From an optimization exercise on the open Yosys and OpenROAD flow, aimed at small area and a short achievable clock period; shortcuts taken in it are not production practice. At most, simulation tests tie the RTL to the original design; equivalence was not proved.

try-onyx:
==> flow/design.v (excerpt) <==
module mult16_top (
  input         clk,
  input  [15:0] a,
  input  [15:0] b,
  output [31:0] p
);
Size in the first run: roughly 970 cells after synthesis, roughly 65 I/O pins, roughly 8600 µm² of cells after synthesis.
Settings: LEC_CHECK=0, CAP_MARGIN=20, CORE_MARGIN=2, CORE_UTILIZATION=55, CTS_BUF_LIST=sky130_fd_sc_hd__clkbuf_8, CTS_CLUSTER_DIAMETER=300, CTS_CLUSTER_SIZE=64, SLEW_MARGIN=20, SYNTH_HIERARCHICAL=1, SYNTH_MINIMUM_KEEP_SIZE=0; clock period 15.0 ns.
standard.sh (not shown) runs the stock make flow with config.mk's settings and CLKGATE_MAP_FILE= SYNTH_SCRIPT=/design/flow/synth_recipe.tcl, a recipe that flattens the netlist after the stock synthesis.
==> flow/flow/run.sh <==
#!/bin/bash
# The standard layout (the standard.sh), except that the input and output
# port buffers are buf_2 cells and clock tree synthesis inserts no dummy loads.
# All of the flow's output goes to standard.log.
set -e
export BUFFER_PORTS_ARGS="-buffer_cell sky130_fd_sc_hd__buf_2"
export CTS_ARGS="-sink_clustering_enable -repair_clock_nets -dont_use_dummy_load -buf_list sky130_fd_sc_hd__clkbuf_8 -sink_clustering_size 64 -sink_clustering_max_diameter 300"
bash standard.sh > standard.log 2>&1
## Diff of input files: try-umber against try-onyx
- a change of CORE_UTILIZATION from 55 to 70
### Flow results
Critical path startpoint = b_r[5]: try-onyx; critical path startpoint = b_r[8]: try-umber
Re maximum buffer depth of the clock tree: no difference whatsoever between try-umber and try-onyx.
Summary of try-umber over try-onyx: number of slew-limit violations in the final report barely changed, DRC violation total after the first TritonRoute iteration +10%, design area decreased by 0.57% relative to the old numbers.
Function was not checked in any run of this note: the RTL went through the layout flow alone.

---

Setup of P:
Another version of the RTL of mult16_top (not shown whole).
Size in the first run: roughly 940 cells after synthesis, ~64 flip-flops, ~65 I/O pins, roughly 8400 um2 of cells after synthesis.
clock: 15.0 ns
lec_check: 0
cap_margin: 20
core_margin: 2
core_utilization: 40
cts_buf_list: sky130_fd_sc_hd__clkbuf_4 sky130_fd_sc_hd__clkbuf_8
cts_cluster_diameter: 200
cts_cluster_size: 32
slew_margin: 20
synth_hierarchical: 1
synth_minimum_keep_size: 0
==> flow/flow/run.sh <==
#!/bin/bash
# The standard layout (the standard.sh), except that the input and output
# port buffers are buf_2 cells. All of the flow's output goes to standard.log.
set -e
export BUFFER_PORTS_ARGS="-buffer_cell sky130_fd_sc_hd__buf_2"
bash standard.sh > standard.log 2>&1
#### Input delta (Q over P)
-- flow/config.mk --
<<< P, line 10
export CORE_UTILIZATION = 40
export CTS_BUF_LIST = sky130_fd_sc_hd__clkbuf_4 sky130_fd_sc_hd__clkbuf_8
export CTS_CLUSTER_DIAMETER = 200
export CTS_CLUSTER_SIZE = 32
export SLEW_MARGIN = 20
>>> Q, line 10
export CORE_UTILIZATION = 40
export CTS_BUF_LIST = sky130_fd_sc_hd__clkbuf_8
export CTS_CLUSTER_DIAMETER = 300
export CTS_CLUSTER_SIZE = 64
export SLEW_MARGIN = 20
### Flow results
Fraction of area in multi-input gates: Q vs P identical
Comparing Q against P, there is no change at all in count of clock-buffer cells in the layout.
As far as final standard cell utilization of the core goes, Q and P are indistinguishable; the numbers are identical.
### Q -> R
==> flow/flow/run.sh <==
#!/bin/bash
# The standard layout (the standard.sh), except that the input and output
# port buffers are buf_2 cells and clock tree synthesis inserts no dummy loads.
# All of the flow's output goes to standard.log.
set -e
export BUFFER_PORTS_ARGS="-buffer_cell sky130_fd_sc_hd__buf_2"
export CTS_ARGS="-sink_clustering_enable -repair_clock_nets -dont_use_dummy_load -buf_list sky130_fd_sc_hd__clkbuf_8 -sink_clustering_size 64 -sink_clustering_max_diameter 300"
bash standard.sh > standard.log 2>&1
Notes after the runs:
R vs. Q: share of layout cells above drive strength 1 fell 0.64 points, maximum clock frequency rose about 0.5%, non-clock buffer count in the final layout about even, global-route wire length before repair fell about 0.7%.
Sort R and Q by worst relative slew slack asc -> top: Q

---

Another version of the RTL of mult16_top (not shown whole).
For scale: ~64 flip-flops, ~65 I/O pins, roughly 8900 um2 of cells after synthesis.
clock: 15.0 ns
lec_check: 0
cap_margin: 20
core_margin: 2
core_utilization: 65
slew_margin: 20
synth_hierarchical: 1
synth_minimum_keep_size: 0
run.sh (not shown) runs the stock make flow with config.mk's settings and CLKGATE_MAP_FILE= SYNTH_SCRIPT=/design/flow/synth_recipe.tcl, a recipe that flattens the netlist after the stock synthesis.
Stock flow here: none of the scripts above is used.
The first run ran to the end with no violations.
==> next run, changes <==
==> flow/flow/run.sh (new file) <==
#!/bin/bash
# Standard layout, with the port buffers made from buf_2 cells.
set -e
cp standard.sh standard_sh_copy.log
export BUFFER_PORTS_ARGS="-buffer_cell sky130_fd_sc_hd__buf_2"
bash standard.sh > standard.log 2>&1
==> flow/standard.sh (new file) <==
#!/bin/bash
# synth_recipe.tcl (not shown) runs the flow's synth.tcl, then flattens the netlist and writes it again
# the make line also repeats each setting of config.mk as NAME=value (left out here)
make -C /OpenROAD-flow-scripts/flow DESIGN_CONFIG=/design/flow/config.mk WORK_HOME=/design/flow/orfs CLKGATE_MAP_FILE= SYNTH_SCRIPT=/design/flow/synth_recipe.tcl "${@:-finish}"
--- a/flow/config.mk
+++ b/flow/config.mk
@@ -10 +10 @@
-export CORE_UTILIZATION = 65
+export CORE_UTILIZATION = 40
removed: flow/run.sh
Non-clock buffer count is unchanged.
Worst setup slack got worse by 91 ps.
Clock skew went up by 5.1 ps.
Sequential share of layout area went up by 0.30 points.
Wire length went up by 1.4%.
Global-route usage went down by 14 points.
Utilization went down by 30 points.
Die area went up by 60%.
==> next run, changes <==
==> flow/run.sh (new file) <==
#!/bin/bash
# synth_recipe.tcl (not shown) runs the flow's synth.tcl, then flattens the netlist and writes it again
# the make line also repeats each setting of config.mk as NAME=value (left out here)
make -C /OpenROAD-flow-scripts/flow DESIGN_CONFIG=/design/flow/config.mk WORK_HOME=/design/flow/orfs CLKGATE_MAP_FILE= SYNTH_SCRIPT=/design/flow/synth_recipe.tcl finish
removed: flow/flow/run.sh
removed: flow/standard.sh
=> The changed run passed the timing, design-rule and antenna checks. Clock-buffer cell count falls by 2. Via count decreases by 1.5%. Die area does not change.
==> next run, changes <==
==> flow/flow/run.sh (new file) <==
#!/bin/bash
# Standard layout, with the port buffers made from buf_2 cells.
set -e
cp standard.sh standard_sh_copy.log
export BUFFER_PORTS_ARGS="-buffer_cell sky130_fd_sc_hd__buf_2"
export SETUP_SLACK_MARGIN=11
bash standard.sh > standard.log 2>&1
==> flow/standard.sh (new file) <==
#!/bin/bash
# synth_recipe.tcl (not shown) runs the flow's synth.tcl, then flattens the netlist and writes it again
# the make line also repeats each setting of config.mk as NAME=value (left out here)
make -C /OpenROAD-flow-scripts/flow DESIGN_CONFIG=/design/flow/config.mk WORK_HOME=/design/flow/orfs CLKGATE_MAP_FILE= SYNTH_SCRIPT=/design/flow/synth_recipe.tcl "${@:-finish}"
removed: flow/run.sh
What happened: Wire length is higher by about 9%. Utilization climbs by 5.2 points. Via count goes up by 7.5%. Cell count climbs by about 7%. Non-clock buffer count is higher by 73.

separate check: timing with driven ports:
Ports are ideal in the flow. The routed layouts listed here were re-timed in OpenROAD. Step 1 assumes that a clkbuf_16 drives the clock port and a buf_2 every other input. Step 2 also shifts input and output timing later by t, the mid clock arrival at the registers, as if the neighbouring blocks saw the same clock. Slacks: ideal / step 1 / step 2; pairs: ideal / step 1.
run	t (ns)	slack for setup (ns)	hold WS [ns]	slew at the worst register clock pin (ns)
try-onyx	0.403	10.084 / 10.084 / 10.084	0.584 / 0.584 / 0.584	0.08 / 0.08
try-umber	0.398	9.962 / 9.962 / 9.962	0.651 / 0.651 / 0.651	0.08 / 0.08
P	0.414	9.968 / 9.968 / 9.968	0.643 / 0.643 / 0.643	0.11 / 0.11
Q	0.414	9.968 / 9.968 / 9.968	0.643 / 0.643 / 0.643	0.11 / 0.11
R	0.399	9.995 / 9.995 / 9.995	0.640 / 0.640 / 0.640	0.09 / 0.09
the first run of note 3	0.390	9.442 / 9.442 / 9.442	0.766 / 0.766 / 0.766	0.06 / 0.06
the second run of note 3	0.391	9.351 / 9.351 / 9.351	0.809 / 0.809 / 0.809	0.06 / 0.06
the third run of note 3	0.386	9.378 / 9.378 / 9.378	0.797 / 0.797 / 0.797	0.06 / 0.06
the fourth run of note 3	0.381	10.030 / 10.030 / 10.030	0.641 / 0.641 / 0.641	0.06 / 0.06
After both steps setup and hold are still met in every run listed.
